Source: an optimization exercise on an open RTL-to-GDS flow (aim: small area). Production flows keep margins and buffers that such runs may drop. In this exercise RTL edits were held to simulation tests only and were not proved equivalent to the original. No activity file was given, so power comes from the tool's default toggle rates.

===== flow/run.sh =====
#!/bin/bash
# synth_recipe.tcl (not shown) runs the flow's synth.tcl, then flattens the netlist and writes it again
# the make line also repeats each setting of config.mk as NAME=value (left out here)
make -C /OpenROAD-flow-scripts/flow DESIGN_CONFIG=/design/flow/config.mk WORK_HOME=/design/flow/orfs CLKGATE_MAP_FILE= SYNTH_SCRIPT=/design/flow/synth_recipe.tcl finish

===== flow/config.mk =====
export PLATFORM = sky130hd
export DESIGN_NAME = Dmac_Top
export DESIGN_NICKNAME = Dmac_Top
export VERILOG_FILES = /design/flow/design.v
export SDC_FILE = /design/flow/constraint.sdc
export NUM_CORES = 4
export LEC_CHECK = 0
export CAP_MARGIN = 20
export CORE_MARGIN = 2
export CORE_UTILIZATION = 40
export PLACE_DENSITY = 0.6
export SLEW_MARGIN = 20

===== flow/constraint.sdc =====
create_clock -name core_clock -period 10.0 [get_ports {clk}]
set_input_delay 2.0000 -clock core_clock [delete_from_list [all_inputs] [get_ports {clk}]]
set_output_delay 2.0000 -clock core_clock [all_outputs]
set_load 0.01 [all_outputs]

===== flow/design.v =====
module Fifo_Datapath (
    input  logic        clk,
    input  logic        rst,
    input  logic        wc_en,       
    input  logic        rc_en,       
    input  logic [31:0] Data_in,
    output logic [31:0] Data_out,
    output logic        full,
    output logic        fifo_empty
);
    logic [3:0] w_addr;
    logic [3:0] r_addr;
    logic [31:0] Memory [15:0];
    logic [4:0] count;  
    always_ff @(posedge clk or posedge rst) begin
        if (rst)
            w_addr <= 0;
        else if (wc_en && !full)
            w_addr <= w_addr + 1;
    end
    always_ff @(posedge clk or posedge rst) begin
        if (rst) 
            r_addr <= 0;
        else if (rc_en && !fifo_empty)
            r_addr <= r_addr + 1;
    end
    always_ff @(posedge clk) begin
        if (wc_en && !full)
            Memory[w_addr] <= Data_in;
    end
    always_comb begin
        Data_out = (rst || fifo_empty)? 0: Memory[r_addr];
    end
    always_ff @(posedge clk or posedge rst) begin
        if (rst)
            count <= 0;
        else begin
            case ({wc_en && !full, rc_en && !fifo_empty})
                2'b10: count <= count + 1;  
                2'b01: count <= count - 1;  
                default: count <= count;    
            endcase
        end
    end
    assign full       = (count == 15);
    assign fifo_empty = (count == 0);
endmodule
module channel_ctrl(
    input  logic       clk,
    input  logic       rst,
    input  logic       channel_en,
    input  logic       readyIn,
    input  logic       fifo_full,
    input  logic       fifo_empty,
    input  logic       bsz,
    input  logic       tslb,
    input  logic       tsz,
    input  logic [1:0] M_HResp,
    output logic       irq,
    output logic [1:0] HTrans,
    output logic       write,
    output logic       b_sel, d_sel, t_sel, s_sel, h_sel,
    output logic       d_en, s_en, ts_en, burst_en, count_en, sz_en,
    output logic       rd_en, wr_en,
    output logic       trigger
);
    typedef enum logic [2:0] {
        DISABLED      = 3'b000,
        ENABLED       = 3'b001,
        READ_WAIT     = 3'b010,
        HOLD_READ     = 3'b011,
        WRITE_WAIT    = 3'b100,
        HOLD_WRITE    = 3'b101
    } state_t;
    localparam IDLE     = 2'b00;
    localparam BUSY     = 2'b01;
    localparam NON_SEQ  = 2'b10;
    localparam SEQ      = 2'b11;
    state_t current_state, next_state;
    always_ff @(posedge clk or posedge rst) begin
        if (rst)
            current_state <= DISABLED;
        else
            current_state <= next_state;
    end
    always_comb begin
        case (current_state)
            DISABLED: begin
                next_state = (channel_en) ? ENABLED : DISABLED;
            end
            ENABLED: begin
                next_state = tsz ? DISABLED : READ_WAIT;
            end
            READ_WAIT: begin
                if (!readyIn)
                    next_state = READ_WAIT;
                else if (!channel_en && readyIn) 
                    next_state = HOLD_READ;
                else if (channel_en && readyIn && !bsz && !M_HResp)
                    next_state = READ_WAIT;
                else if (channel_en && readyIn && bsz && (M_HResp == 0))
                    next_state = WRITE_WAIT;
                else
                    next_state = READ_WAIT;
            end
            HOLD_READ: begin
                if (channel_en && bsz) begin
                    next_state = WRITE_WAIT;
                end else if (channel_en && !bsz) begin
                    next_state = READ_WAIT;
                end else begin
                    next_state = HOLD_READ;
                end
            end
            WRITE_WAIT: begin
                if (!readyIn)
                    next_state = WRITE_WAIT;
                else if (channel_en && tsz && bsz)
                    next_state = DISABLED;
                else if (!channel_en && readyIn)
                    next_state = HOLD_WRITE; 
                else if (channel_en && readyIn && !bsz && (M_HResp == 0))
                    next_state = WRITE_WAIT; 
                else if (channel_en && readyIn && bsz && (M_HResp == 0))
                    next_state = READ_WAIT;
                else
                    next_state = WRITE_WAIT;
            end
            HOLD_WRITE: begin
                if (channel_en && !bsz) begin
                    next_state = WRITE_WAIT;
                end else if (channel_en && bsz) begin
                    if (tsz)
                        next_state = DISABLED;
                    else 
                        next_state = READ_WAIT;
                end else begin
                    next_state = HOLD_WRITE;
                end
            end
            default: next_state = current_state;
        endcase
    end
    always_comb begin
        irq       = 0;
        b_sel     = 0;
        d_sel     = 0;
        t_sel     = 0;
        s_sel     = 0;
        h_sel     = 0;
        d_en      = 0;
        s_en      = 0;
        ts_en     = 0;
        burst_en  = 0;
        count_en  = 0;
        sz_en     = 0;
        rd_en     = 0;
        wr_en     = 0;
        trigger   = 0;
        write     = 0;
        HTrans    = IDLE;
        case (current_state)
            DISABLED: begin
                if (channel_en) begin
                    t_sel     = 1;
                    d_sel     = 1;
                    s_sel     = 1;
                    burst_en  = 1;
                    s_en      = 1;
                    d_en      = 1;
                    sz_en     = 1;
                    ts_en     = 1;
                    HTrans    = IDLE;
                end
            end
            ENABLED: begin
                if (tsz) begin
                    irq = 1;
                end else if (channel_en) begin
                    write = 0;
                    count_en  = 1;
                    s_en = 1;
                    HTrans    = NON_SEQ;
                end
            end
            READ_WAIT: begin
                if (!readyIn && bsz) begin
                    write     = 0;
                    HTrans    = BUSY;
                    h_sel = 1;
                end else if (!readyIn && !bsz) begin
                    write = 0;
                    HTrans = BUSY;
                end else if (!channel_en && readyIn) begin
                    wr_en = 1;
                    HTrans = IDLE;
                end else if (channel_en && readyIn && (M_HResp == 0) && !bsz)  begin
                    write     = 0;
                    wr_en     = 1;
                    count_en  = 1;
                    s_en      = 1;
                    HTrans    = SEQ;
                end else if (channel_en && bsz && (M_HResp == 0) && readyIn)  begin
                    wr_en = 1;
                    ts_en = 1;
                    count_en = 1;
                    write    = 1;
                    h_sel    = 1;
                    d_en     = 1;
                    HTrans    = NON_SEQ;
                end
            end
            HOLD_READ: begin
                if (channel_en && !bsz) begin
                    count_en = 1;
                    s_en     = 1;
                    HTrans   = SEQ;
                end else if (channel_en && bsz) begin
                    ts_en = 1;
                    write = 1;
                    h_sel = 1;
                    d_en = 1;
                    count_en = 1;
                    HTrans = NON_SEQ;
                end else
                    HTrans = IDLE;
            end
            WRITE_WAIT: begin
                if (!readyIn && bsz) begin
                    write     = 1;
                    HTrans    = BUSY;
                    h_sel = 0;
                    trigger = 1;
                end else if (!readyIn && !bsz) begin
                    h_sel = 1;
                    trigger = 1;
                    HTrans = BUSY;
                    write = 1;
                end else if (!channel_en && readyIn) begin
                    rd_en = 1;
                    trigger = 1;
                    HTrans = IDLE;
                end else if (channel_en && tsz && bsz) begin
                    irq = 1;
                    rd_en = 1;
                    trigger = 1;
                    HTrans = IDLE;
                end else if (channel_en && readyIn && (M_HResp == 0) && !bsz) begin
                    h_sel = 1;
                    write = 1;
                    trigger = 1;
                    rd_en = 1;
                    d_en      =  1;
                    count_en  = 1;
                    HTrans    = SEQ;
                end
                else if (channel_en && readyIn && (M_HResp == 0) && !tslb && bsz) begin
                    h_sel = 0;
                    write = 0;
                    count_en  = 1;
                    s_en = 1;
                    trigger = 1;
                    rd_en = 1;
                    HTrans    = NON_SEQ;
                end else if (channel_en && readyIn && (M_HResp == 0) && tslb && bsz) begin
                    burst_en = 1;
                    b_sel = 1;
                    write = 0;
                    count_en  = 1;
                    s_en = 1;
                    h_sel = 0;
                    trigger = 1;
                    rd_en = 1;
                    HTrans    = NON_SEQ;
                end
            end
            HOLD_WRITE: begin
                if (channel_en && !bsz) begin
                    h_sel = 1;
                    write = 1;
                    d_en = 1;
                    count_en = 1;
                    HTrans = SEQ;
                end else if (channel_en && bsz) begin
                    if (tsz) begin
                        irq = 1;
                        HTrans = IDLE;
                    end else if (tslb) begin
                        burst_en = 1;
                        b_sel   = 1;
                        count_en = 1;
                        s_en = 1;
                        HTrans = NON_SEQ;
                    end else if (!tslb) begin
                        count_en = 1;
                        s_en = 1;
                        HTrans = NON_SEQ;
                    end
            end
        end
        endcase
    end
endmodule
module Dmac_Channel_Datapath (
    input  logic        clk,
    input  logic        rst,
    input  logic        s_sel,
    input  logic        d_sel,
    input  logic        b_sel,
    input  logic        t_sel,
    input  logic        s_en,
    input  logic        d_en,
    input  logic        ts_en,
    input  logic        sz_en,
    input  logic        burst_en,
    input  logic        count_en,
    input  logic        h_sel,
    input  logic        wr_en,
    input  logic        rd_en,
    input  logic        trigger,
    input  logic [31:0] S_Address,
    input  logic [31:0] D_Address,
    input  logic [31:0] T_Size,
    input  logic [31:0] B_Size,
    input  logic [31:0] R_Data,
    input  logic [1:0]  HSize,
    output logic        bs0,
    output logic        tslb,
    output logic        ts0,
    output logic        fifo_full,
    output logic        fifo_empty,
    output logic [31:0] MAddress,
    output logic [31:0] MWData,
    output logic [3:0]  MWStrb
);
    logic [31:0] Src_Addr, Dst_Addr, Transfer_Size, Burst_Size;
    logic [31:0] Incr_Src_Addr;
    logic [31:0] Incr_Dst_Addr;
    logic [31:0] Dec_Transfer_Size;
    always_comb begin
        Incr_Src_Addr      = Src_Addr + 32'd4;
        Incr_Dst_Addr      = Dst_Addr + 32'd4;
        Dec_Transfer_Size  = Transfer_Size - Burst_Size;
    end
    always_ff @(posedge clk or posedge rst) begin
        if (rst) begin
            Src_Addr <= 32'b0;
        end
        else if (s_en)
            Src_Addr <= s_sel ? S_Address : Incr_Src_Addr;
    end
    always_ff @(posedge clk or posedge rst) begin
        if (rst) begin
            Dst_Addr <= 32'b0;
        end
        else if (d_en)
            Dst_Addr <= d_sel ? D_Address : Incr_Dst_Addr;
    end
    always_ff @(posedge clk or posedge rst) begin
        if (rst) begin
            Transfer_Size <= 32'b0;
        end
        else if (ts_en)
            Transfer_Size <= t_sel ? T_Size : Dec_Transfer_Size;
    end
    always_ff @(posedge clk or posedge rst) begin
        if (rst) begin
            Burst_Size <= 32'b0;
        end
        else if (burst_en)
            Burst_Size <= (B_Size == 0)? 1: (b_sel ? 1 : B_Size);
    end
    assign tslb = (Transfer_Size < B_Size);
    logic [31:0] Decrement_Counter;
    logic [31:0] Decremented_Value;
    always_comb begin
        Decremented_Value = Decrement_Counter - 1;
    end
    always_ff @(posedge clk or posedge rst) begin
        if (rst)
            Decrement_Counter <= 32'b0;
        else if (count_en)
            Decrement_Counter <= (Decrement_Counter == 0) ? ((tslb) ? 0: Burst_Size-1)  : Decremented_Value;
    end
    assign MAddress = h_sel ? (Dst_Addr) : (Src_Addr);
    logic [31:0] fifo_out;
    Fifo_Datapath fifo_inst (
        .clk        (clk),
        .rst        (rst),
        .wc_en      (wr_en),
        .rc_en      (rd_en),
        .Data_in    (R_Data),
        .Data_out   (fifo_out),
        .full       (fifo_full),
        .fifo_empty (fifo_empty)
    );
    logic [1:0] HSize_Reg;
    always_ff @(posedge clk or posedge rst) begin
        if (rst) begin
            HSize_Reg <= 0;
        end
        else if (sz_en) begin
            HSize_Reg <= HSize;
        end
    end
    always_comb begin
        if (trigger) begin
            MWData = fifo_out;  
            case (HSize)
                2'b00: begin   
                    case (Src_Addr[1:0])
                        2'b00: MWStrb = 4'b0001;
                        2'b01: MWStrb = 4'b0010;
                        2'b10: MWStrb = 4'b0100;
                        2'b11: MWStrb = 4'b1000;
                        default: MWStrb = 4'b0000;
                    endcase
                end
                2'b01: begin   
                    case (Src_Addr[1:0])
                        2'b00: MWStrb = 4'b0011;  
                        2'b10: MWStrb = 4'b1100;
                        default: MWStrb = 4'b0000;
                    endcase
                end
                2'b10: MWStrb = 4'b1111;   
                default: MWStrb = 4'b0000;
            endcase
        end else begin
            MWData  = 32'b0;
            MWStrb  = 4'b0000;
        end
    end
    assign bs0 = (Decrement_Counter == 0);
    assign ts0 = (Transfer_Size == 0);
endmodule
module Dmac_Channel (
    input  logic        clk,
    input  logic        rst,
    input  logic        channel_en,
    input  logic        readyIn,
    input  logic [1:0]  M_HResp,
    input  logic [31:0] S_Address,
    input  logic [31:0] D_Address,
    input  logic [31:0] T_Size,
    input  logic [31:0] B_Size,
    input  logic [31:0] R_Data,
    input  logic [1:0]  HSize,
    output logic        irq,
    output logic        write,
    output logic [1:0]  HTrans,
    output logic [31:0] MAddress,
    output logic [31:0] MWData,
    output logic  [3:0] MWStrb
);
    logic s_sel, d_sel, b_sel, t_sel;
    logic s_en, d_en, ts_en, burst_en, count_en, sz_en;
    logic h_sel, rd_en, wr_en;
    logic fifo_full, fifo_empty;
    logic trigger;
    logic bs0, tslb, ts0;
    Dmac_Channel_Datapath datapath_inst (
        .clk         (clk),
        .rst         (rst),
        .s_sel       (s_sel),
        .d_sel       (d_sel),
        .b_sel       (b_sel),
        .t_sel       (t_sel),
        .s_en        (s_en),
        .d_en        (d_en),
        .ts_en       (ts_en),
        .sz_en       (sz_en),
        .burst_en    (burst_en),
        .count_en    (count_en),
        .h_sel       (h_sel),
        .wr_en       (wr_en),
        .rd_en       (rd_en),
        .trigger     (trigger),
        .S_Address   (S_Address),
        .D_Address   (D_Address),
        .T_Size      (T_Size),
        .B_Size      (B_Size),
        .R_Data      (R_Data),
        .HSize       (HSize),
        .bs0         (bs0),
        .tslb        (tslb),
        .ts0         (ts0),
        .fifo_full   (fifo_full),
        .fifo_empty  (fifo_empty),
        .MAddress    (MAddress),
        .MWData      (MWData),
        .MWStrb      (MWStrb)
    );
    channel_ctrl controller_inst (
        .clk         (clk),
        .rst         (rst),
        .channel_en  (channel_en),
        .readyIn     (readyIn),
        .fifo_full   (fifo_full),
        .fifo_empty  (fifo_empty),
        .bsz         (bs0),
        .tslb        (tslb),
        .tsz         (ts0),
        .M_HResp     (M_HResp),
        .irq         (irq),
        .HTrans      (HTrans),
        .write       (write),
        .b_sel       (b_sel),
        .d_sel       (d_sel),
        .t_sel       (t_sel),
        .s_sel       (s_sel),
        .h_sel       (h_sel),
        .d_en        (d_en),
        .s_en        (s_en),
        .ts_en       (ts_en),
        .sz_en       (sz_en),
        .burst_en    (burst_en),
        .count_en    (count_en),
        .rd_en       (rd_en),
        .wr_en       (wr_en),
        .trigger     (trigger)
    );
endmodule
module Dmac_Main_Ctrl(
    input  logic clk,
    input  logic rst,
    input  logic [1:0] DmacReq,
    input  logic con_new_sel,
    input  logic irq,
    input  logic Bus_Grant,
    input  logic C_config,
    output logic con_sel,
    output logic Bus_Req,
    output logic HReadyOut,
    output logic [1:0] S_HResp,
    output logic Interrupt,
    output logic con_en,
    output logic Channel_en_1, Channel_en_2,
    output logic hold,
    output logic [1:0] ReqAck
);
    typedef enum logic [1:0] {
        IDLE     = 2'b00,
        MSB_REQ  = 2'b01,
        LSB_REQ  = 2'b10,
        WAIT     = 2'b11
    } state_t;
    state_t current_state, next_state;
    always_ff @(posedge clk or posedge rst) begin
        if (rst)
            current_state <= IDLE;
        else
            current_state <= next_state;
    end
    always_comb begin
        hold         = 0;
        Bus_Req      = 0;
        Interrupt    = 0;
        con_en       = 0;
        con_sel      = 0;
        HReadyOut    = 0;
        ReqAck       = 2'b00;
        S_HResp      = 2'b00;
        next_state   = current_state;   
        case (current_state)
            IDLE: begin
                if (DmacReq[1] == 1'b1) begin
                    hold     = 1;
                    Bus_Req  = 1;
                    next_state = MSB_REQ;
                end else if (DmacReq == 2'b01) begin
                    hold     = 1;
                    Bus_Req  = 1;
                    next_state = LSB_REQ;
                end
            end
            MSB_REQ: begin
                if (!irq && ({C_config, Bus_Grant} == 2'b11)) begin
                    con_en       = 0;
                    con_sel      = 0;
                    ReqAck       = 2'b10;
                    next_state   = WAIT;
                end else if (irq && ({C_config, Bus_Grant} == 2'b11)) begin
                    Interrupt  = 1;
                    con_sel = 1;
                    next_state = IDLE;
                end else
                    Bus_Req = 1;
            end
            LSB_REQ: begin
                if (!irq && ({C_config, Bus_Grant} == 2'b11)) begin
                    con_en       = 1;
                    con_sel      = 1;
                    ReqAck       = 2'b01;
                    next_state   = WAIT;
                end else if (irq && ({C_config, Bus_Grant} == 2'b11)) begin
                    Interrupt  = 1;
                    con_sel = 1;
                    next_state = IDLE;
                end else
                    Bus_Req = 1;
            end
            WAIT: begin
                if (({Bus_Grant, con_new_sel} == 2'b00)) begin
                    next_state = MSB_REQ;
                    Bus_Req    = 1;
                end else if (({Bus_Grant, con_new_sel} == 2'b01)) begin
                    next_state = LSB_REQ;
                    Bus_Req    = 1;
                    con_sel    = 1;
                end else
                 if (!irq && !con_new_sel) begin
                    con_sel    = 0;
                    con_en     = 1;
                    next_state = WAIT;
                end else if (!irq && con_new_sel) begin
                    con_sel    = 1;
                    con_en     = 1;
                    next_state = WAIT;
                end else if (irq && ({Bus_Grant, con_new_sel} == 2'b10)) begin
                    Interrupt  = 1;
                    con_sel = con_new_sel;
                    next_state = IDLE;
                end else if (irq && ({Bus_Grant, con_new_sel} == 2'b11)) begin
                    Interrupt  = 1;
                    con_sel = con_new_sel;
                    next_state = IDLE;
                end
            end
        endcase
    end
    always_comb begin
        Channel_en_1 = 0;
        Channel_en_2 = 0;
        case (current_state)
            MSB_REQ: Channel_en_1 = C_config && Bus_Grant;
            LSB_REQ: Channel_en_2 = C_config && Bus_Grant;
            WAIT: begin
                Channel_en_1 = Bus_Grant && !con_new_sel;
                Channel_en_2 = Bus_Grant && con_new_sel;
            end
            default: ;
        endcase
    end
endmodule
module Dmac_Main_Datapath(
    input logic clk,
    input logic rst,
    input logic write,
    input logic HSel,
    input logic [1:0] STrans,  
    input logic channel_en_1,
    input logic channel_en_2,
    input logic [31:0] HWData,
    input logic [31:0] HAddr,
    input logic [31:0] MRData,
    input logic HReady,
    input logic [1:0] M_HResp,
    input logic con_en,
    input logic con_sel,
    output logic C_config,
    output logic irq,
    output logic con_new_sel,
    output logic [31:0] MAddress,
    output logic [31:0] MWData,
    output logic [3:0] MBurst_Size,
    output logic MWrite,
    output logic [3:0] MWStrb,
    output logic [1:0] MTrans
);
logic dmac_selected;
logic [3:0] decoded_address;
logic [31:0] Size_Reg, SAddr_Reg, DAddr_Reg, Ctrl_Reg;
logic [31:0] latched_address;
logic latched_write, latched_sel;
logic [1:0] latched_STrans;
assign  dmac_selected = latched_write && latched_STrans[1] && latched_sel;
assign decoded_address = latched_address[5:2];
assign C_config = Ctrl_Reg[16];
always_ff @( posedge clk ) begin
    if (rst) begin
        latched_address <= 32'b0;
        latched_write <= 0;
        latched_STrans <= 2'b0;
        latched_sel <= 0;
    end else begin
        latched_address <= HAddr;
        latched_STrans <= STrans;
        latched_sel <= HSel;
        latched_write <= write;
    end
end
always_ff @(posedge clk or posedge rst) begin
    if (rst) begin
        Size_Reg <= 32'b0;
        SAddr_Reg <= 32'b0;
        DAddr_Reg <= 32'b0;
        Ctrl_Reg <= 32'b0;
    end
    else if (irq)
        Ctrl_Reg <= 32'b0;
    else if (dmac_selected) begin
        case (decoded_address)
            4'b0000: Size_Reg <=  HWData;
            4'b0001: SAddr_Reg <= HWData;
            4'b0010: DAddr_Reg <= HWData;
            4'b0011: Ctrl_Reg <=  HWData;
            default: ;
        endcase
    end
end
logic irq_1;
logic write_1;
logic [1:0]  MTrans_1;
logic [31:0] MAddress_1;
logic [31:0] MWData_1;
logic [3:0] MWStrb_1;
Dmac_Channel channel_1 (
    .clk(clk),
    .rst(rst),
    .channel_en(channel_en_1),
    .readyIn(HReady),
    .M_HResp(M_HResp),
    .S_Address(SAddr_Reg),
    .D_Address(DAddr_Reg),
    .T_Size(Size_Reg),
    .B_Size({{28{1'b0}}, {Ctrl_Reg[3:0]}}),
    .R_Data(MRData),
    .HSize(Ctrl_Reg[5:4]),
    .irq(irq_1),
    .write(write_1),
    .HTrans(MTrans_1),
    .MAddress(MAddress_1),
    .MWData(MWData_1),
    .MWStrb(MWStrb_1)
);
logic irq_2;
logic write_2;
logic [1:0]  MTrans_2;
logic [31:0] MAddress_2;
logic [31:0] MWData_2;
logic [3:0] MWStrb_2;
Dmac_Channel channel_2 (
    .clk(clk),
    .rst(rst),
    .channel_en(channel_en_2),
    .readyIn(HReady),
    .M_HResp(M_HResp),
    .S_Address(SAddr_Reg),
    .D_Address(DAddr_Reg),
    .T_Size(Size_Reg),
    .B_Size({{28{1'b0}}, {Ctrl_Reg[3:0]}}) ,
    .R_Data(MRData),
    .HSize(Ctrl_Reg[5:4]),
    .irq(irq_2),
    .write(write_2),
    .HTrans(MTrans_2),
    .MAddress(MAddress_2),
    .MWData(MWData_2),
    .MWStrb(MWStrb_2)
);
assign MAddress = con_sel? MAddress_2 : MAddress_1;
assign MWData = con_sel? MWData_2 : MWData_1;
assign MTrans = con_sel? MTrans_2 : MTrans_1;
assign MBurst_Size = Ctrl_Reg[3:0];
assign MWrite = con_sel? write_2 : write_1;
assign irq = irq_1 || irq_2; 
assign MWStrb = con_sel? MWStrb_2 : MWStrb_1;
always_ff @(posedge clk or posedge rst) begin
    if (rst) begin
        con_new_sel <= 0;
    end
    else if (con_en) begin
        con_new_sel <= con_sel;
    end
end
endmodule
module Dmac_Top (
    input  logic        clk,
    input  logic        rst,
    input  logic        write,
    input  logic        HSel,
    input  logic [1:0]  STrans,
    input  logic [31:0] HWData,
    input  logic [31:0] HAddr,
    input  logic [31:0] MRData,
    input  logic        HReady,
    input  logic [1:0]  M_HResp,
    output logic HReadyOut,
    output logic [1:0] S_HResp,
    input  logic [1:0]  DmacReq,      
    input  logic        Bus_Grant,   
    output logic [31:0] MAddress,
    output logic [31:0] MWData,
    output logic [3:0]  MBurst_Size,
    output logic        MWrite,
    output logic [1:0]  MTrans,
    output logic [3:0]  MWStrb,
    output logic        Bus_Req,
    output logic        Interrupt,
    output logic [1:0]  ReqAck
);
    logic con_sel, con_en, irq, con_new_sel, C_config;
    logic hold;
    logic channel_en_1, channel_en_2;
    Dmac_Main_Datapath datapath_inst (
        .clk            (clk),
        .rst            (rst),
        .write          (write),
        .HSel           (HSel),
        .STrans         (STrans),
        .channel_en_1   (channel_en_1),
        .channel_en_2   (channel_en_2),
        .HWData         (HWData),
        .HAddr          (HAddr),
        .MRData         (MRData),
        .HReady         (HReady),
        .M_HResp          (M_HResp),
        .con_en         (con_en),
        .con_sel        (con_sel),
        .C_config       (C_config),
        .irq            (irq),
        .con_new_sel    (con_new_sel),
        .MAddress       (MAddress),
        .MWData         (MWData),
        .MBurst_Size    (MBurst_Size),
        .MWrite         (MWrite),
        .MTrans         (MTrans),
        .MWStrb         (MWStrb)
    );
    Dmac_Main_Ctrl controller_inst (
        .clk            (clk),
        .rst            (rst),
        .DmacReq        (DmacReq),
        .con_new_sel    (con_new_sel),
        .irq            (irq),
        .Bus_Grant      (Bus_Grant),
        .C_config       (C_config),
        .con_sel        (con_sel),
        .HReadyOut      (HReadyOut),
        .S_HResp          (S_HResp),
        .Bus_Req        (Bus_Req),
        .Interrupt      (Interrupt),
        .con_en         (con_en),
        .Channel_en_1   (channel_en_1),
        .Channel_en_2   (channel_en_2),
        .hold           (hold),
        .ReqAck         (ReqAck)
    );
endmodule

==> impl_metrics.env, run 1 <==
export IMPL_period_minus_slack_ps=8290
export IMPL_final_hold_viol_count=0
export IMPL_finClkSkew_ps=67.9
export IMPL_finalSetupViolCount=0
export IMPL_routedWlPerCell_um=24.5
export IMPL_finalPower_w=0.0129
export IMPL_worst_ir_drop_vdd_mv=0.203
export IMPL_gr_total_overflow=0
export IMPL_top_regs="datapath_inst.channel_1.datapath_inst.fifo_inst.Memory x512, datapath_inst.channel_2.datapath_inst.fifo_inst.Memory x512"
export IMPL_num_rows=144
export IMPL_maxCapViolCount=0
export IMPL_syn_avg_cell_area_um2=14.4
export IMPL_num_fill_cells=13366
export IMPL_grt_pass1_vias=37495
export IMPL_hold_path_class="reg -> reg"
export IMPL_power_density_mw_per_mm2=180
export IMPL_grt_busiest_layer="met2"
export IMPL_crit_fanout=49
export IMPL_use_met3=0.0326
export IMPL_syn_to_final_growth_pct=14.9
export IMPL_register_area_mm2=0.0410
export IMPL_coreArea_mm2=0.154
export IMPL_worst_slack_ps=1710
export IMPL_synth_seq_area_share=0.657
export IMPL_cts_buffers=155
export IMPL_status="timing/DRC/antenna clean"
export IMPL_use_met1=0.285
export IMPL_dp_worst_setup_slack_ps=1740
export IMPL_die_area_mm2=0.159
export IMPL_path_clk_slew_ps=60
export IMPL_placedCellCount=6384
export IMPL_drive_gt1_frac=0.171
export IMPL_port_buffers=157
export IMPL_rrSetupSlack_ps=4910
export IMPL_vias=37852
export IMPL_ys_ff_latch=1433
export IMPL_grt_pass1_wl_mm=244
export IMPL_cts_resized=0
export IMPL_start_kind="input port"
export IMPL_synthFlopType="edfxtp_1"
export IMPL_setup_tns_ps=0
export IMPL_worst_pin_slew_ps=1160
export IMPL_cts_root_buffer="clkbuf_16"
export IMPL_die_width_um=399
export IMPL_critPathKind="in -> out"
export IMPL_max_freq_mhz=121
export IMPL_async_flop_share=0.281
export IMPL_crit_arrival_ps=6290
export IMPL_postCtsSetupBuffers=0
export IMPL_syn_area_mm2=0.0623
export IMPL_place_gp_congestion=0.849
export IMPL_rsz0062_at_grt="no"
export IMPL_cp_startpoint="HReady"
export IMPL_die_y_um=399
export IMPL_period_share=0.829
export IMPL_endpoint="MWData[16]"
export IMPL_total_leakage_power_nw=25.5
export IMPL_num_io_pins=190
export IMPL_cp_required_ps=8000
export IMPL_grt_max_degree=184
export IMPL_antenna_found_initial=12
export IMPL_cts_max_level=4
export IMPL_cts_sinks=1433
export IMPL_holdWs_ps=475
export IMPL_synth_cells=4340
export IMPL_ys_types=76
export IMPL_multi_input_area_mm2=0.0204
export IMPL_via_per_inst=5.68
export IMPL_dp_hpwl_mm=99.0
export IMPL_layout_nets=4658
export IMPL_cts_tree="yes"
export IMPL_drv_slew=0
export IMPL_drc_errors=0
export IMPL_use_met2=0.333
export IMPL_rr_worst_depth=17
export IMPL_final_common_cell="edfxtp_1"
export IMPL_synth_top_area_frac=0.493
export IMPL_maxSlewHeadroom=0.227
export IMPL_drtIter0Drc=3322
export IMPL_ant_nets=0
export IMPL_cts_max_path_buffers=3
export IMPL_layout_common_cells="edfxtp_1 (1024), dfrtp_1 (395), o21ai_0 (340)"
export IMPL_first_pass_iters=6
export IMPL_yosys_area_top_type="edfxtp_1"
export IMPL_synth_edf_count=1024
export IMPL_endpoint_kind="output port"
export IMPL_wl_mm=163
export IMPL_grt_total_usage=0.204
export IMPL_initial_core_util=0.404
export IMPL_synthTopCellsByArea="edfxtp_1 (49%), dfrtp_1 (16%), mux4_2 (8.1%)"
export IMPL_cts_hold_buf=0
export IMPL_stdcell_count=6666
export IMPL_yosysWarnings=5
export IMPL_clk_latency_ps=810
## layer usage
layer	vias to the layer above	wire length [µm]
met2	1179	79100
met1	19444	71200
li1	16998	-
met4	4	3450
met3	227	9340
met5	-	32
## synth_stat cells, types with 13 or more instances
library cell and count:
buf_2 24, dfrtp_1 402, a221oi_1 32, nor2b_1 22, o22ai_1 25, nand4_1 33, nand2b_1 24, o21ai_0 340
nor4_1 48, buf_1 43, mux2i_1 140, ha_1 48, o21ai_1 36, nor3_1 84, or3_1 19, nor2_1 238
inv_1 62, nand2_1 334, and3_1 44, edfxtp_1 1024, a31oi_1 19, xor2_1 89, mux2_2 166, a22oi_1 35
mux4_2 224, a21oi_1 242, clkbuf_1 162, a211oi_1 34, a31o_1 33, nand3_1 75, xnor2_1 48, nand3b_1 13
buf_4 20, or4_1 14
## per-stage QoR
step | util | area (µm²)
after floorplan | - | 62300
after global placement | 0.430 | 66400
after detailed placement | 0.430 | 66500
after CTS | 0.464 | 71600
after global routing | 0.463 | 71600
final | 0.463 | 71600
## worst max-delay path, cell delays in order
cell and delay [ps]:
clkdlybuf4s50_1 940, a21oi_1 190, nor3_1 210, a31o_1 150, a32o_1 630, a21o_4 700
buf_4 420, a211oi_1 110, a31o_1 300, clkdlybuf4s50_1 570
## cells by family after synthesis
| family | after synthesis | synth area share |
|---|---|---|
| flip-flops | 1433 | 0.657 |
| buffers and inverters | 311 | 0.0204 |
| adder cells (fa/ha/maj) | 54 | 0.0112 |
| AO/OA/AOI/OAI | 871 | 0.0815 |
| AND/OR/NAND/NOR | 1001 | 0.0765 |
| XOR/XNOR | 137 | 0.0193 |
| other | 1 | 0.0000602 |
| multiplexers | 532 | 0.134 |
## worst min path at each step
stage	end	cells after the start	slack [ps]
floorplan	register	2	440
global placement	register	2	460
detailed placement	register	2	460
CTS	register	2	480
global route	register	1	520
finish	register	2	470
## final cells by class
type,instances,area share
Inverter,62,0.00330
Clock buffer,204,0.0592
Multi-Input combinational cell,2598,0.285
Sequential cell,1433,0.572
Tap cell,2044,0.0357
Timing Repair Buffer,248,0.0315
Antenna cell,2,0.0000699
Clock inverter,75,0.0124
## where the power goes
group	leakage, nW	internal (W)	switching (W)
sequential	14.7	0.00647	0.000102
combinational	8.23	0.000233	0.000376
clock	2.48	0.00328	0.00244
==> run 2, diff against run 1 <==
--- a/flow/design.v
+++ b/flow/design.v
@@ -1,49 +1,42 @@
 module Fifo_Datapath (
     input  logic        clk,
     input  logic        rst,
-    input  logic        wc_en,       
-    input  logic        rc_en,       
+    input  logic        wc_en,
+    input  logic        rc_en,
+    input  logic        rd_show,
     input  logic [31:0] Data_in,
     output logic [31:0] Data_out,
     output logic        full,
     output logic        fifo_empty
 );
-    logic [3:0] w_addr;
-    logic [3:0] r_addr;
-    logic [31:0] Memory [15:0];
-    logic [4:0] count;  
-    always_ff @(posedge clk or posedge rst) begin
-        if (rst)
-            w_addr <= 0;
-        else if (wc_en && !full)
-            w_addr <= w_addr + 1;
-    end
-    always_ff @(posedge clk or posedge rst) begin
-        if (rst) 
-            r_addr <= 0;
-        else if (rc_en && !fifo_empty)
-            r_addr <= r_addr + 1;
-    end
+    localparam int DEPTH = 15;
+    logic [31:0] Memory [DEPTH-1:0];
+    logic [3:0]  count;
+    logic        wr_ok, rd_ok;
+    assign full       = (count == 4'd15);
+    assign fifo_empty = (count == 4'd0);
+    assign wr_ok      = wc_en && !full;
+    assign rd_ok      = rc_en && !fifo_empty;
     always_ff @(posedge clk) begin
-        if (wc_en && !full)
-            Memory[w_addr] <= Data_in;
-    end
-    always_comb begin
-        Data_out = (rst || fifo_empty)? 0: Memory[r_addr];
+        if (wr_ok) begin
+            Memory[0] <= Data_in;
+            for (int i = 1; i < DEPTH; i++)
+                Memory[i] <= Memory[i-1];
+        end
     end
     always_ff @(posedge clk or posedge rst) begin
         if (rst)
-            count <= 0;
-        else begin
-            case ({wc_en && !full, rc_en && !fifo_empty})
-                2'b10: count <= count + 1;  
-                2'b01: count <= count - 1;  
-                default: count <= count;    
-            endcase
-        end
+            count <= 4'd0;
+        else if (wr_ok != rd_ok)
+            count <= wr_ok ? count + 4'd1 : count - 4'd1;
+    end
+    logic [3:0] sel;
+    assign sel = rd_show ? count : 4'd0;
+    always_comb begin
+        Data_out = 32'b0;
+        for (int i = 0; i < DEPTH; i++)
+            Data_out = Data_out | (Memory[i] & {32{sel == 4'(i + 1)}});
     end
-    assign full       = (count == 15);
-    assign fifo_empty = (count == 0);
 endmodule
 module channel_ctrl(
     input  logic       clk,
@@ -311,17 +304,17 @@
     input  logic        s_en,
     input  logic        d_en,
     input  logic        ts_en,
-    input  logic        sz_en,
     input  logic        burst_en,
     input  logic        count_en,
     input  logic        h_sel,
     input  logic        wr_en,
     input  logic        rd_en,
     input  logic        trigger,
+    input  logic        out_en,
     input  logic [31:0] S_Address,
     input  logic [31:0] D_Address,
     input  logic [31:0] T_Size,
-    input  logic [31:0] B_Size,
+    input  logic [3:0]  B_Size,
     input  logic [31:0] R_Data,
     input  logic [1:0]  HSize,
     output logic        bs0,
@@ -333,117 +326,74 @@
     output logic [31:0] MWData,
     output logic [3:0]  MWStrb
 );
-    logic [31:0] Src_Addr, Dst_Addr, Transfer_Size, Burst_Size;
-    logic [31:0] Incr_Src_Addr;
-    logic [31:0] Incr_Dst_Addr;
-    logic [31:0] Dec_Transfer_Size;
-    always_comb begin
-        Incr_Src_Addr      = Src_Addr + 32'd4;
-        Incr_Dst_Addr      = Dst_Addr + 32'd4;
-        Dec_Transfer_Size  = Transfer_Size - Burst_Size;
-    end
+    logic [31:0] Src_Addr, Dst_Addr, Transfer_Size;
+    logic [3:0]  Burst_Size;
+    logic [31:2] Incr_Addr;
+    assign Incr_Addr = MAddress[31:2] + 30'd1;
     always_ff @(posedge clk or posedge rst) begin
-        if (rst) begin
+        if (rst)
             Src_Addr <= 32'b0;
-        end
         else if (s_en)
-            Src_Addr <= s_sel ? S_Address : Incr_Src_Addr;
+            Src_Addr <= s_sel ? S_Address : {Incr_Addr, Src_Addr[1:0]};
     end
-    always_ff @(posedge clk or posedge rst) begin
-        if (rst) begin
-            Dst_Addr <= 32'b0;
-        end
-        else if (d_en)
-            Dst_Addr <= d_sel ? D_Address : Incr_Dst_Addr;
-    end
-    always_ff @(posedge clk or posedge rst) begin
-        if (rst) begin
-            Transfer_Size <= 32'b0;
-        end
-        else if (ts_en)
-            Transfer_Size <= t_sel ? T_Size : Dec_Transfer_Size;
+    always_ff @(posedge clk) begin
+        if (d_en)
+            Dst_Addr <= d_sel ? D_Address : {Incr_Addr, Dst_Addr[1:0]};
     end
-    always_ff @(posedge clk or posedge rst) begin
-        if (rst) begin
-            Burst_Size <= 32'b0;
-        end
-        else if (burst_en)
-            Burst_Size <= (B_Size == 0)? 1: (b_sel ? 1 : B_Size);
+    always_ff @(posedge clk) begin
+        if (ts_en)
+            Transfer_Size <= t_sel ? T_Size : Transfer_Size - {28'b0, Burst_Size};
     end
-    assign tslb = (Transfer_Size < B_Size);
-    logic [31:0] Decrement_Counter;
-    logic [31:0] Decremented_Value;
-    always_comb begin
-        Decremented_Value = Decrement_Counter - 1;
+    always_ff @(posedge clk) begin
+        if (burst_en)
+            Burst_Size <= (B_Size == 4'd0 || b_sel) ? 4'd1 : B_Size;
     end
+    assign tslb = (Transfer_Size[31:4] == 28'b0) && (Transfer_Size[3:0] < B_Size);
+    assign ts0  = (Transfer_Size == 32'b0);
+    logic [3:0] Decrement_Counter;
     always_ff @(posedge clk or posedge rst) begin
         if (rst)
-            Decrement_Counter <= 32'b0;
+            Decrement_Counter <= 4'b0;
         else if (count_en)
-            Decrement_Counter <= (Decrement_Counter == 0) ? ((tslb) ? 0: Burst_Size-1)  : Decremented_Value;
+            Decrement_Counter <= bs0 ? (tslb ? 4'd0 : Burst_Size - 4'd1) : Decrement_Counter - 4'd1;
     end
-    assign MAddress = h_sel ? (Dst_Addr) : (Src_Addr);
-    logic [31:0] fifo_out;
+    assign bs0 = (Decrement_Counter == 4'd0);
+    assign MAddress = h_sel ? Dst_Addr : Src_Addr;
     Fifo_Datapath fifo_inst (
         .clk        (clk),
         .rst        (rst),
         .wc_en      (wr_en),
         .rc_en      (rd_en),
+        .rd_show    (trigger && out_en),
         .Data_in    (R_Data),
-        .Data_out   (fifo_out),
+        .Data_out   (MWData),
         .full       (fifo_full),
         .fifo_empty (fifo_empty)
     );
-    logic [1:0] HSize_Reg;
-    always_ff @(posedge clk or posedge rst) begin
-        if (rst) begin
-            HSize_Reg <= 0;
-        end
-        else if (sz_en) begin
-            HSize_Reg <= HSize;
-        end
-    end
     always_comb begin
+        MWStrb = 4'b0000;
         if (trigger) begin
-            MWData = fifo_out;  
             case (HSize)
-                2'b00: begin   
-                    case (Src_Addr[1:0])
-                        2'b00: MWStrb = 4'b0001;
-                        2'b01: MWStrb = 4'b0010;
-                        2'b10: MWStrb = 4'b0100;
-                        2'b11: MWStrb = 4'b1000;
-                        default: MWStrb = 4'b0000;
-                    endcase
-                end
-                2'b01: begin   
-                    case (Src_Addr[1:0])
-                        2'b00: MWStrb = 4'b0011;  
-                        2'b10: MWStrb = 4'b1100;
-                        default: MWStrb = 4'b0000;
-                    endcase
-                end
-                2'b10: MWStrb = 4'b1111;   
+                2'b00: MWStrb = 4'b0001 << Src_Addr[1:0];                    
+                2'b01: MWStrb = (Src_Addr[1:0] == 2'b00) ? 4'b0011 :         
+                                (Src_Addr[1:0] == 2'b10) ? 4'b1100 : 4'b0000;
+                2'b10: MWStrb = 4'b1111;                                     
                 default: MWStrb = 4'b0000;
             endcase
-        end else begin
-            MWData  = 32'b0;
-            MWStrb  = 4'b0000;
         end
     end
-    assign bs0 = (Decrement_Counter == 0);
-    assign ts0 = (Transfer_Size == 0);
 endmodule
 module Dmac_Channel (
     input  logic        clk,
     input  logic        rst,
     input  logic        channel_en,
+    input  logic        out_en,
     input  logic        readyIn,
     input  logic [1:0]  M_HResp,
     input  logic [31:0] S_Address,
     input  logic [31:0] D_Address,
     input  logic [31:0] T_Size,
-    input  logic [31:0] B_Size,
+    input  logic [3:0]  B_Size,
     input  logic [31:0] R_Data,
     input  logic [1:0]  HSize,
     output logic        irq,
@@ -469,13 +419,13 @@
         .s_en        (s_en),
         .d_en        (d_en),
         .ts_en       (ts_en),
-        .sz_en       (sz_en),
         .burst_en    (burst_en),
         .count_en    (count_en),
         .h_sel       (h_sel),
         .wr_en       (wr_en),
         .rd_en       (rd_en),
         .trigger     (trigger),
+        .out_en      (out_en),
         .S_Address   (S_Address),
         .D_Address   (D_Address),
         .T_Size      (T_Size),
@@ -513,7 +463,6 @@
         .d_en        (d_en),
         .s_en        (s_en),
         .ts_en       (ts_en),
-        .sz_en       (sz_en),
         .burst_en    (burst_en),
         .count_en    (count_en),
         .rd_en       (rd_en),
@@ -670,22 +619,23 @@
 );
 logic dmac_selected;
 logic [3:0] decoded_address;
-logic [31:0] Size_Reg, SAddr_Reg, DAddr_Reg, Ctrl_Reg;
-logic [31:0] latched_address;
+logic [31:0] Size_Reg, SAddr_Reg, DAddr_Reg;
+logic [31:0] Ctrl_Reg;  
+logic [5:2] latched_address;
 logic latched_write, latched_sel;
-logic [1:0] latched_STrans;
-assign  dmac_selected = latched_write && latched_STrans[1] && latched_sel;
+logic latched_STrans;
+assign  dmac_selected = latched_write && latched_STrans && latched_sel;
 assign decoded_address = latched_address[5:2];
 assign C_config = Ctrl_Reg[16];
 always_ff @( posedge clk ) begin
     if (rst) begin
-        latched_address <= 32'b0;
+        latched_address <= 4'b0;
         latched_write <= 0;
-        latched_STrans <= 2'b0;
+        latched_STrans <= 1'b0;
         latched_sel <= 0;
     end else begin
-        latched_address <= HAddr;
-        latched_STrans <= STrans;
+        latched_address <= HAddr[5:2];
+        latched_STrans <= STrans[1];
         latched_sel <= HSel;
         latched_write <= write;
     end
@@ -719,12 +669,13 @@
     .clk(clk),
     .rst(rst),
     .channel_en(channel_en_1),
+    .out_en(!con_sel),
     .readyIn(HReady),
     .M_HResp(M_HResp),
     .S_Address(SAddr_Reg),
     .D_Address(DAddr_Reg),
     .T_Size(Size_Reg),
-    .B_Size({{28{1'b0}}, {Ctrl_Reg[3:0]}}),
+    .B_Size(Ctrl_Reg[3:0]),
     .R_Data(MRData),
     .HSize(Ctrl_Reg[5:4]),
     .irq(irq_1),
@@ -744,12 +695,13 @@
     .clk(clk),
     .rst(rst),
     .channel_en(channel_en_2),
+    .out_en(con_sel),
     .readyIn(HReady),
     .M_HResp(M_HResp),
     .S_Address(SAddr_Reg),
     .D_Address(DAddr_Reg),
     .T_Size(Size_Reg),
-    .B_Size({{28{1'b0}}, {Ctrl_Reg[3:0]}}) ,
+    .B_Size(Ctrl_Reg[3:0]) ,
     .R_Data(MRData),
     .HSize(Ctrl_Reg[5:4]),
     .irq(irq_2),
@@ -760,7 +712,7 @@
     .MWStrb(MWStrb_2)
 );
 assign MAddress = con_sel? MAddress_2 : MAddress_1;
-assign MWData = con_sel? MWData_2 : MWData_1;
+assign MWData = MWData_1 | MWData_2;  
 assign MTrans = con_sel? MTrans_2 : MTrans_1;
 assign MBurst_Size = Ctrl_Reg[3:0];
 assign MWrite = con_sel? write_2 : write_1;
--- a/flow/config.mk
+++ b/flow/config.mk
@@ -7,6 +7,7 @@
 export LEC_CHECK = 0
 export CAP_MARGIN = 20
 export CORE_MARGIN = 2
-export CORE_UTILIZATION = 40
-export PLACE_DENSITY = 0.6
+export CORE_UTILIZATION = 60
+export CTS_BUF_LIST = sky130_fd_sc_hd__clkbuf_4 sky130_fd_sc_hd__clkbuf_8
+export PLACE_DENSITY = 0.75
 export SLEW_MARGIN = 20
==> run 2 against run 1 <==
Register-to-register slack got worse by 430 ps. Sequential share of layout area rose by 4.1 points. Maximum frequency fell by 11%. Total power fell by 17%. Clock-buffer cell count rose by 79. Via count fell by 1.3%. Final area fell by 14%. Global-route usage rose by 14 points. Synthesized area fell by 13%. Setup slack got worse by 980 ps. Clock power fell by 22%. Worst hold slack got worse by 55 ps. Critical path type unchanged. Critical endpoint is now MWData[8].
==> impl_metrics.env, run 2 <==
export IMPL_synth_seq_area_share=0.697
export IMPL_die_y_um=305
export IMPL_clk_latency_ps=890
export IMPL_grt_max_degree=190
export IMPL_yosys_area_top_type="edfxtp_1"
export IMPL_ys_ff_latch=1295
export IMPL_layout_common_cells="edfxtp_1 (1096), nand2_1 (313), a22oi_1 (242)"
export IMPL_max_stage_delay_ps=820
export IMPL_drv_slew=0
export IMPL_async_flop_share=0.148
export IMPL_worst_pin_slew_ps=1280
export IMPL_first_pass_iters=8
export IMPL_p_seq_frac=0.549
export IMPL_synth_cells=3824
export IMPL_routedWlPerCell_um=29.3
export IMPL_gr_total_overflow=0
export IMPL_finalSetupViolCount=0
export IMPL_top_regs="datapath_inst.channel_1.datapath_inst.fifo_inst.Memory x480, datapath_inst.channel_2.datapath_inst.fifo_inst.Memory x480"
export IMPL_clkPwrFrac=0.421
export IMPL_layout_nets=4227
export IMPL_rsz0062_at_grt="no"
export IMPL_syn_area_mm2=0.0543
export IMPL_synth_commonest_cells="edfxtp_1 (1096), nand2_1 (313), a22oi_1 (243), o21ai_0 (219), dfrtp_1 (192)"
export IMPL_cts_buffers=200
export IMPL_rrSetupSlack_ps=4480
export IMPL_final_hold_viol_count=0
export IMPL_hold_path_class="reg -> reg"
export IMPL_cp_required_ps=8000
export IMPL_path_clk_slew_ps=60
export IMPL_worst_ir_drop_vdd_mv=0.138
export IMPL_wl_mm=159
export IMPL_p_comb_frac=0.030
export IMPL_setup_tns_ps=0
export IMPL_cts_hold_buf=0
export IMPL_cts_sinks=1295
export IMPL_crit_arrival_ps=7270
export IMPL_num_rows=110
export IMPL_yosysWarnings=6
export IMPL_drc_errors=0
export IMPL_rr_worst_depth=15
export IMPL_finClkSkew_ps=64.0
export IMPL_num_fill_cells=5999
export IMPL_num_io_pins=190
export IMPL_postCtsSetupBuffers=0
export IMPL_maxCapViolCount=0
export IMPL_p_sw_frac=0.220
export IMPL_ys_types=94
export IMPL_die_width_um=305
export IMPL_synthFlopType="edfxtp_1"
export IMPL_power_internal_w=0.00831
export IMPL_period_share=0.927
export IMPL_cts_max_path_buffers=3
export IMPL_status="timing/DRC/antenna clean"
export IMPL_dp_hpwl_mm=100
export IMPL_port_buffers=157
export IMPL_power_density_mw_per_mm2=173
export IMPL_period_minus_slack_ps=9270
export IMPL_critPathKind="in -> out"
export IMPL_initial_core_util=0.604
export IMPL_hold_depth=0
export IMPL_ant_nets=0
export IMPL_path_cells="clkdlybuf4s50_1 > a31oi_1 > or4_1 > o31a_2 > o211a_2 > and2_0 > buf_4 > a222oi_1 > nand3_1 > or3_1 > clkdlybuf4s50_1"
export IMPL_cts_root_buffer="clkbuf_8"
export IMPL_grt_pass1_vias=35739
export IMPL_grt_pass1_wl_mm=233
export IMPL_final_common_cell="edfxtp_1"
export IMPL_endpoint_kind="output port"
export IMPL_place_gp_congestion=0.919
export IMPL_synth_top_area_frac=0.606
export IMPL_antenna_found_initial=1
export IMPL_via_per_inst=6.89
export IMPL_syn_to_final_growth_pct=13.7
export IMPL_syn_avg_cell_area_um2=14.2
export IMPL_cp_slowest_cell="clkdlybuf4s50_1"
export IMPL_r2r_end="datapath_inst.channel_1.datapath_inst.Dst_Addr[24]$_DFFE_PP_"
export IMPL_max_freq_mhz=108
export IMPL_drtIter0Drc=6206
export IMPL_crit_fanout=16
export IMPL_power_switching_w=0.00235
export IMPL_final_core_util=0.687
export IMPL_die_area_mm2=0.0930
export IMPL_start_kind="input port"
export IMPL_coreArea_mm2=0.0899
export IMPL_yosysMostFrequentCell="edfxtp_1"
export IMPL_synthTopCellsByArea="edfxtp_1 (61%), dfrtp_1 (8.8%), a22oi_1 (3.4%)"
export IMPL_synth_edf_count=1096
export IMPL_drive_gt1_frac=0.150
export IMPL_maxSlewHeadroom=0.147
export IMPL_vias=37366
export IMPL_cts_resized=0
export IMPL_grt_total_usage=0.341
export IMPL_worst_path_most_repeated_cell="clkdlybuf4s50_1"
export IMPL_total_leakage_power_nw=20.9
export IMPL_cts_tree="yes"
export IMPL_cts_max_level=4
[run 2: cell types whose count changed after synthesis, sizes merged, moves of 52 or more]
cell	before	now
o21ai	376	222
a21oi	242	110
a22oi	35	244
dfrtp	402	192
nor2	238	184
edfxtp	1024	1096
mux2	168	116
a22o	0	69
mux4	224	0
[run 2: worst max-delay path, delay by kind of cell]
kind                   cells  cell delay [ps]
buffers and inverters      3             1790
and+or+nand+nor            4             1800
AOI/OAI and AO/OA          4             1650
[run 2: worst max-delay path by stage]
stage                    from         to  slack (ps)  cells after the start
floorplan              HReady   register        -490                      5
global placement    Bus_Grant  MWData[8]         940                     11
detailed placement  Bus_Grant  MWData[8]         930                     11
CTS                 Bus_Grant  MWData[8]         880                     11
global route        Bus_Grant  MWData[8]         770                     11
finish              Bus_Grant  MWData[8]         730                     11
[run 2: layout make-up]
cell class | count | area (µm²) | share of cell area
clock buffers | 283 | 3480 | 0.0563
inverters | 48 | 200 | 0.00324
multi-input cells | 2269 | 15700 | 0.254
diodes | 1 | 2.50 | 0.0000405
well taps | 1176 | 1470 | 0.0238
flip-flops and latches | 1295 | 37900 | 0.613
repair buffers | 272 | 2530 | 0.0410
clock inverters | 79 | 531 | 0.00859
[run 2: stage by stage]
step | cell area (µm²) | setup WS [ps] | instances | power (W) | hold slack [ps]
after floorplan | 54400 | -486 | 3826 | 0.00612 | 417
after global placement | 57700 | 938 | 5057 | 0.00627 | 427
after detailed placement | 57700 | 932 | 5059 | 0.00628 | 428
after CTS | 61700 | 879 | 5421 | 0.0107 | 427
after global routing | 61800 | 769 | 5423 | 0.0109 | 431
final | 61800 | 735 | 5423 | 0.0107 | 420
[run 2: cells by family (layout without fill, tap and decap cells)]
kind of cell	Yosys count	count (layout)	share of synthesized area
XOR/XNOR	131	131	0.0211
AO/OA/AOI/OAI	954	954	0.127
buffers and inverters	262	682	0.0204
adder cells (fa/ha/maj)	34	34	0.00834
AND/OR/NAND/NOR	938	938	0.0853
other	1	4	0.0000690
flip-flops	1295	1295	0.697
multiplexers	209	209	0.0412
[run 2: routing by layer]
metal	vias to the layer above	part of all wire	track usage	wire length, µm
met5	-	0	0	0
met2	2933	0.43	0.482	68300
met4	0	0.036	0.132	5770
li1	15601	-	-	-
met3	363	0.15	0.0955	23200
met1	18469	0.39	0.504	61700
[run 2: power by group through the flow]
stage          registers, W  clock network [W]  logic [W]
4_1_cts             0.00585            0.00452   0.000315
2_1_floorplan       0.00595                  0   0.000169
3_5_place_dp        0.00596                  0   0.000313
3_3_place_gp        0.00596                  0   0.000308
6_report            0.00585            0.00448   0.000321
5_1_grt             0.00585            0.00474   0.000338
==> run 3, diff against run 2 <==
--- a/flow/config.mk
+++ b/flow/config.mk
@@ -7,7 +7,6 @@
 export LEC_CHECK = 0
 export CAP_MARGIN = 20
 export CORE_MARGIN = 2
-export CORE_UTILIZATION = 60
-export CTS_BUF_LIST = sky130_fd_sc_hd__clkbuf_4 sky130_fd_sc_hd__clkbuf_8
-export PLACE_DENSITY = 0.75
+export CORE_UTILIZATION = 40
+export PLACE_DENSITY = 0.6
 export SLEW_MARGIN = 20
==> run 3 against run 2 <==
Still clean. Clock skew is 27 ps lower. Clock-buffer cell count is 102 lower. Worst hold slack got worse by 3.8 ps. Routed wire length rose by 6.1%. Final cell count rose by 9.4%. Die area grew 49%. Non-clock buffer count up 22. Global-route usage fell by 10 points. Critical path type unchanged. Synthesized cell count unchanged. Sequential cell count is the same. Synthesized area unchanged.
==> impl_metrics.env, run 3 <==
export IMPL_hold_path_class="reg -> reg"
export IMPL_die_area_mm2=0.139
export IMPL_crit_arrival_ps=6940
export IMPL_holdWs_ps=416
export IMPL_coreArea_mm2=0.135
export IMPL_grt_pass1_vias=34470
export IMPL_power_density_mw_per_mm2=179
export IMPL_first_pass_iters=6
export IMPL_synth_commonest_cells="edfxtp_1 (1096), nand2_1 (313), a22oi_1 (243), o21ai_0 (219), dfrtp_1 (192)"
export IMPL_syn_to_final_growth_pct=16.2
export IMPL_start_kind="input port"
export IMPL_grt_total_usage=0.239
export IMPL_clk_latency_ps=780
export IMPL_yosysWarnings=6
export IMPL_wl_mm=169
export IMPL_layout_nets=4190
export IMPL_drt_met1_wl_mm=69.9
export IMPL_hold_depth=0
export IMPL_synth_top_area_frac=0.606
export IMPL_ys_types=94
export IMPL_cts_tree="yes"
export IMPL_dr_max_layer_used="met5"
export IMPL_maxSlewHeadroom=0.213
export IMPL_num_rows=135
export IMPL_drtIter0Drc=5045
export IMPL_die_y_um=373
export IMPL_layout_common_cells="edfxtp_1 (1096), nand2_1 (313), a22oi_1 (242)"
export IMPL_final_core_util=0.467
export IMPL_postCtsSetupBuffers=0
export IMPL_final_hold_viol_count=0
export IMPL_die_width_um=373
export IMPL_dp_hpwl_mm=108
export IMPL_drc_errors=0
export IMPL_synth_edf_count=1096
export IMPL_finalSetupViolCount=0
export IMPL_rr_worst_depth=16
export IMPL_drive_gt1_frac=0.128
export IMPL_syn_avg_cell_area_um2=14.2
export IMPL_cts_hold_buf=0
export IMPL_max_freq_mhz=112
export IMPL_cts_root_buffer="clkbuf_16"
export IMPL_worst_pin_slew_ps=1180
export IMPL_total_leakage_power_nw=21.1
export IMPL_routedWlPerCell_um=28.5
export IMPL_finalInstanceArea_mm2=0.0632
export IMPL_cts_max_level=4
export IMPL_synth_cells=3824
export IMPL_ant_nets=0
export IMPL_cp_required_ps=8000
export IMPL_met2_length_mm=75.7
export IMPL_cts_sinks=1295
export IMPL_initial_core_util=0.402
export IMPL_grt_max_degree=182
export IMPL_path_clk_slew_ps=60
export IMPL_maxCapViolCount=0
export IMPL_drv_slew=0
export IMPL_top_regs="datapath_inst.channel_1.datapath_inst.fifo_inst.Memory x480, datapath_inst.channel_2.datapath_inst.fifo_inst.Memory x480"
export IMPL_cts_resized=0
export IMPL_cts_max_path_buffers=3
export IMPL_period_share=0.894
export IMPL_worst_ir_drop_vdd_mv=0.126
export IMPL_num_io_pins=190
export IMPL_cts_buffers=141
export IMPL_ys_ff_latch=1295
export IMPL_async_flop_share=0.148
export IMPL_grt_pass1_wl_mm=242
export IMPL_vias=36317
export IMPL_wl_met3_mm=17.3
export IMPL_port_buffers=157
export IMPL_yosys_area_top_type="edfxtp_1"
export IMPL_via_per_inst=6.12
export IMPL_endpoint_kind="output port"
export IMPL_rsz0062_at_grt="no"
export IMPL_gr_total_overflow=0
export IMPL_crit_fanout=24
export IMPL_place_gp_congestion=0.882
export IMPL_synthTopCellsByArea="edfxtp_1 (61%), dfrtp_1 (8.8%), a22oi_1 (3.4%)"
export IMPL_place_area_mm2=0.0587
export IMPL_status="timing/DRC/antenna clean"
export IMPL_syn_area_mm2=0.0543
export IMPL_critPathKind="in -> out"
export IMPL_period_minus_slack_ps=8940
export IMPL_finClkSkew_ps=36.8
export IMPL_synthFlopType="edfxtp_1"
export IMPL_synth_seq_area_share=0.697
export IMPL_yosysMostFrequentCell="edfxtp_1"
export IMPL_final_common_cell="edfxtp_1"
export IMPL_antenna_found_initial=6
export IMPL_setup_tns_ps=0
[run 3: cell counts after synthesis]
Identical to the previous run, type by type.
[run 3: routing by layer]
| metal | track usage | vias to the layer above |
|---|---|---|
| met4 | 0.0845 | 2 |
| met3 | 0.0490 | 316 |
| met5 | 0 | - |
| met1 | 0.345 | 18496 |
| met2 | 0.359 | 2006 |
| li1 | - | 15497 |
[run 3: worst max-delay path, stage by stage]
cell and delay [ps]:
clkdlybuf4s50_1 690, a31oi_1 130, or4_1 540, o31a_2 680, o211ai_4 670, buf_4 400
buf_4 420, a21oi_1 80, a21oi_1 160, nand4_1 100, or3_1 480, clkdlybuf4s50_1 550
[run 3: area by class of cell]
class / instances / area (µm²)
antenna: 1 / 2.50
clock buffer: 181 / 3820
clock inverter: 62 / 671
fill: 11843 / 72000
inverter: 48 / 200
multi-input combinational: 2269 / 15700
sequential: 1295 / 37900
tap: 1781 / 2230
timing repair buffer: 294 / 2710
[run 3: worst paths after layout]
check	endpoint	slack, ps	from
min in group asynchronous	async pin	1940	rst
setup / recovery	MWData[5]	1060	Bus_Grant
hold / removal	register	420	register
setup reg to reg	datapath_inst.channel_1.datapath_inst.Dst_Addr[24]$_DFFE_PP_	4090	register
hold reg to reg	register	420	register
max in group asynchronous	async pin	6210	rst
[run 3: cells by family after synthesis]
family | Yosys count | share of synthesized area
buffers and inverters | 262 | 0.0204
other | 1 | 0.0000690
adders and majority gates | 34 | 0.00834
xor gates and xnor gates | 131 | 0.0211
muxes | 209 | 0.0412
AOI/OAI and AO/OA | 954 | 0.127
and+or+nand+nor | 938 | 0.0853
DFF | 1295 | 0.697
[run 3: per-stage QoR]
| step | instances | setup slack (ps) | power (W) |
|---|---|---|---|
| floorplan | 3826 | -486 | 0.00612 |
| global placement | 5685 | 1110 | 0.00627 |
| detailed placement | 5687 | 1130 | 0.00628 |
| CTS | 5930 | 1110 | 0.0114 |
| global route | 5930 | 845 | 0.0116 |
| finish | 5931 | 1060 | 0.0113 |
[run 3: where the power goes]
| group | internal [W] | switching [W] | total [W] |
|---|---|---|---|
| registers | 0.00582 | 0.0000353 | 0.00585 |
| clock network | 0.00297 | 0.00220 | 0.00517 |
| logic | 0.000118 | 0.000194 | 0.000312 |
| total | 0.00891 | 0.00243 | 0.0113 |
==> run 4, diff against run 3 <==
==> flow/config.mk (replaced) <==
export PLATFORM = sky130hd
export DESIGN_NAME = Dmac_Top
export DESIGN_NICKNAME = Dmac_Top
export VERILOG_FILES = /design/flow/design.v
export SDC_FILE = /design/flow/constraint.sdc
export NUM_CORES = 4
export LEC_CHECK = 0
export CAP_MARGIN = 10
export CORE_MARGIN = 2
export CORE_UTILIZATION = 55
export CTS_BUF_LIST = sky130_fd_sc_hd__clkbuf_8 sky130_fd_sc_hd__clkbuf_16
export CTS_CLUSTER_DIAMETER = 80
export CTS_CLUSTER_SIZE = 30
export PLACE_DENSITY = 0.7
export SLEW_MARGIN = 10
==> run 4 against run 3 <==
Non-clock buffer count is 17 lower. First-iteration DRC count grew 11%. Setup slack improved by 220 ps. Highest routed layer unchanged.
==> impl_metrics.env, run 4 <==
export IMPL_final_hold_viol_count=0
export IMPL_synth_commonest_cells="edfxtp_1 (1096), nand2_1 (313), a22oi_1 (243), o21ai_0 (219), dfrtp_1 (192)"
export IMPL_cts_tree="yes"
export IMPL_grt_max_degree=169
export IMPL_async_flop_share=0.148
export IMPL_max_stage_delay_ps=550
export IMPL_cts_sinks=1295
export IMPL_stdcell_count=5265
export IMPL_synth_cells=3824
export IMPL_clk_latency_ps=750
export IMPL_num_rows=115
export IMPL_synthFlopType="edfxtp_1"
export IMPL_crit_arrival_ps=6720
export IMPL_coreArea_mm2=0.0981
export IMPL_worst_pin_slew_ps=1360
export IMPL_placedCellCount=5176
export IMPL_rrSetupSlack_ps=4250
export IMPL_endpoint_kind="output port"
export IMPL_place_gp_congestion=0.910
export IMPL_dp_hpwl_mm=101
export IMPL_finalInstanceArea_mm2=0.0597
export IMPL_worst_slack_ps=1280
export IMPL_grt_total_usage=0.304
export IMPL_first_pass_iters=8
export IMPL_synthTopCellsByArea="edfxtp_1 (61%), dfrtp_1 (8.8%), a22oi_1 (3.4%)"
export IMPL_ant_nets=0
export IMPL_finClkSkew_ps=63.2
export IMPL_cts_root_buffer="clkbuf_16"
export IMPL_cts_max_level=2
export IMPL_path_cells="clkdlybuf4s50_1 > buf_4 > a31oi_1 > or4_1 > o31a_2 > buf_4 > o211a_2 > and2_0 > buf_4 > a222oi_1 > nand3_1 > or3_1 > clkdlybuf4s50_1"
export IMPL_dp_worst_setup_slack_ps=1400
export IMPL_initial_core_util=0.554
export IMPL_place_area_mm2=0.0579
export IMPL_drtIter0Drc=5605
export IMPL_num_io_pins=190
export IMPL_yosysMostFrequentCell="edfxtp_1"
export IMPL_cts_max_path_buffers=3
export IMPL_drc_errors=0
export IMPL_max_freq_mhz=115
export IMPL_top_regs="datapath_inst.channel_1.datapath_inst.fifo_inst.Memory x480, datapath_inst.channel_2.datapath_inst.fifo_inst.Memory x480"
export IMPL_drv_slew=0
export IMPL_hold_path_class="reg -> reg"
export IMPL_cts_hold_buf=0
export IMPL_layout_nets=4087
export IMPL_synth_seq_area_share=0.697
export IMPL_die_width_um=318
export IMPL_start_kind="input port"
export IMPL_finalPower_w=0.00907
export IMPL_gr_total_overflow=0
export IMPL_synth_edf_count=1096
export IMPL_ys_types=94
export IMPL_die_y_um=318
export IMPL_maxSlewHeadroom=0.0956
export IMPL_total_leakage_power_nw=19.7
export IMPL_finalSetupViolCount=0
export IMPL_final_common_cell="edfxtp_1"
export IMPL_syn_avg_cell_area_um2=14.2
export IMPL_cts_resized=0
export IMPL_r2r_end="datapath_inst.channel_1.datapath_inst.Dst_Addr[24]$_DFFE_PP_"
export IMPL_cp_slowest_cell="or4_1"
export IMPL_routedWlPerCell_um=29.9
export IMPL_yosys_area_top_type="edfxtp_1"
export IMPL_maxCapViolCount=0
export IMPL_critPathKind="in -> out"
export IMPL_grt_pass1_wl_mm=227
export IMPL_rr_worst_depth=15
export IMPL_die_area_mm2=0.101
export IMPL_hold_depth=0
export IMPL_cp_required_ps=8000
export IMPL_crit_fanout=23
export IMPL_syn_area_mm2=0.0543
export IMPL_yosysWarnings=6
export IMPL_layout_common_cells="edfxtp_1 (1096), nand2_1 (313), a22oi_1 (242)"
export IMPL_vias=35709
export IMPL_status="timing/DRC/antenna clean"
export IMPL_rsz0062_at_grt="no"
export IMPL_power_density_mw_per_mm2=152
export IMPL_period_share=0.872
export IMPL_postCtsSetupBuffers=0
export IMPL_wl_mm=158
export IMPL_worst_ir_drop_vdd_mv=0.129
export IMPL_syn_to_final_growth_pct=9.89
export IMPL_period_minus_slack_ps=8720
export IMPL_worst_path_most_repeated_cell="buf_4"
export IMPL_antenna_found_initial=6
export IMPL_cts_buffers=55
export IMPL_drive_gt1_frac=0.101
export IMPL_synth_top_area_frac=0.606
export IMPL_grt_pass1_vias=33370
export IMPL_port_buffers=157
export IMPL_path_clk_slew_ps=120
export IMPL_ys_ff_latch=1295
export IMPL_via_per_inst=6.78
## run 4: changes by cell type in the layout (fill, tap and decap cells not counted), sizes merged
cell	change
clkbuf	-125
clkinv	-38
buf	-17
inv	+12
bufinv	-7
diode	+3
## run 4: cells by family after synthesis
group,Yosys count,share of synthesized area
other cells,1,0.0000690
compound gates,954,0.127
simple gates,938,0.0853
mux,209,0.0412
fa+ha+maj,34,0.00834
buf+inv,262,0.0204
flops,1295,0.697
xor+xnor,131,0.0211
## run 4: worst max-delay path: cells and delay by family
| family | cells | cell delay [ps] |
|---|---|---|
| and+or+nand+nor | 4 | 1470 |
| AOI/OAI and AO/OA | 4 | 1400 |
| buffers and inverters | 5 | 1810 |
## run 4: report_power, final
part	internal (W)	total, W	switching [W]	leakage [nW]
Clock	0.00115	0.00291	0.00176	0.888
Sequential	0.00581	0.00584	0.0000346	12.3
Combinational	0.000117	0.000315	0.000198	6.44
## run 4: layout make-up
cell class / count / area, µm²
Antenna cell: 4 / 10.0
Clock buffer: 56 / 1400
Tap cell: 1287 / 1610
Clock inverter: 29 / 400
Fill cell: 7418 / 38400
Multi-Input combinational cell: 2269 / 15700
Timing Repair Buffer: 277 / 2530
Inverter: 48 / 200
Sequential cell: 1295 / 37900
## run 4: through the flow
step                 util  hold WS (ps)  setup TNS [ps]
floorplan               -           417         -337860
global placement    0.590           422               0
detailed placement  0.590           433               0
CTS                 0.608           424               0
global route        0.608           453               0
finish              0.608           418               0
## run 4: worst max-delay path by stage
stage,start,endpoint,slack (ps),cells past startpoint
2_1_floorplan,HReady,register,-490,5
3_3_place_gp,Bus_Grant,MWData[4],1420,13
3_5_place_dp,Bus_Grant,MWData[8],1400,13
4_1_cts,Bus_Grant,MWData[8],1390,13
5_1_grt,Bus_Grant,MWData[8],1240,13
6_report,Bus_Grant,MWData[8],1280,13
## run 4: metal layers
| layer | wire [µm] | track usage | vias up |
|---|---|---|---|
| met4 | 5960 | 0.103 | 4 |
| li1 | - | - | 15214 |
| met2 | 67900 | 0.439 | 2273 |
| met1 | 64000 | 0.457 | 17913 |
| met5 | 21 | 0 | - |
| met3 | 19800 | 0.0694 | 305 |

-- port drivers added, routing unchanged --
Ports are ideal in the flow. The routed layouts listed here were re-timed in OpenROAD.
Step 1: set_driving_cell puts a clkbuf_16 on clk and a buf_2 on each other input, an assumption about the parent block.
Step 2 adds t to the input delays and takes it off the output delays; t is the mean of the earliest and latest rising clock arrival at the registers after step 1. Input paths then give back, and output paths get back, about the clock's delay inside the block.
a / b / c = no drivers / after step 1 / after step 2; a / b = the first two.
run | shift t [ns] | setup slack, ns | worst hold slack (ns) | clock arrival spread, ns | worst data-port slew with drivers (ns)
run 1 | 0.846 | 1.713 / 1.629 / 1.629 | 0.475 / 0.475 / 0.475 | 0.068 / 0.068 | 0.15
run 2 | 0.925 | 0.735 / 0.702 / 0.702 | 0.420 / 0.420 / 0.420 | 0.064 / 0.064 | 0.09
run 3 | 0.837 | 1.065 / 1.020 / 1.020 | 0.416 / 0.416 / 0.416 | 0.039 / 0.040 | 0.16
run 4 | 0.795 | 1.285 / 1.258 / 1.258 | 0.418 / 0.418 / 0.418 | 0.063 / 0.064 | 0.10
After both steps every run listed still meets setup and hold. The setup slack of run 1, which loses most, moves by -0.084 ns with the drivers and by -0.084 ns with both steps.
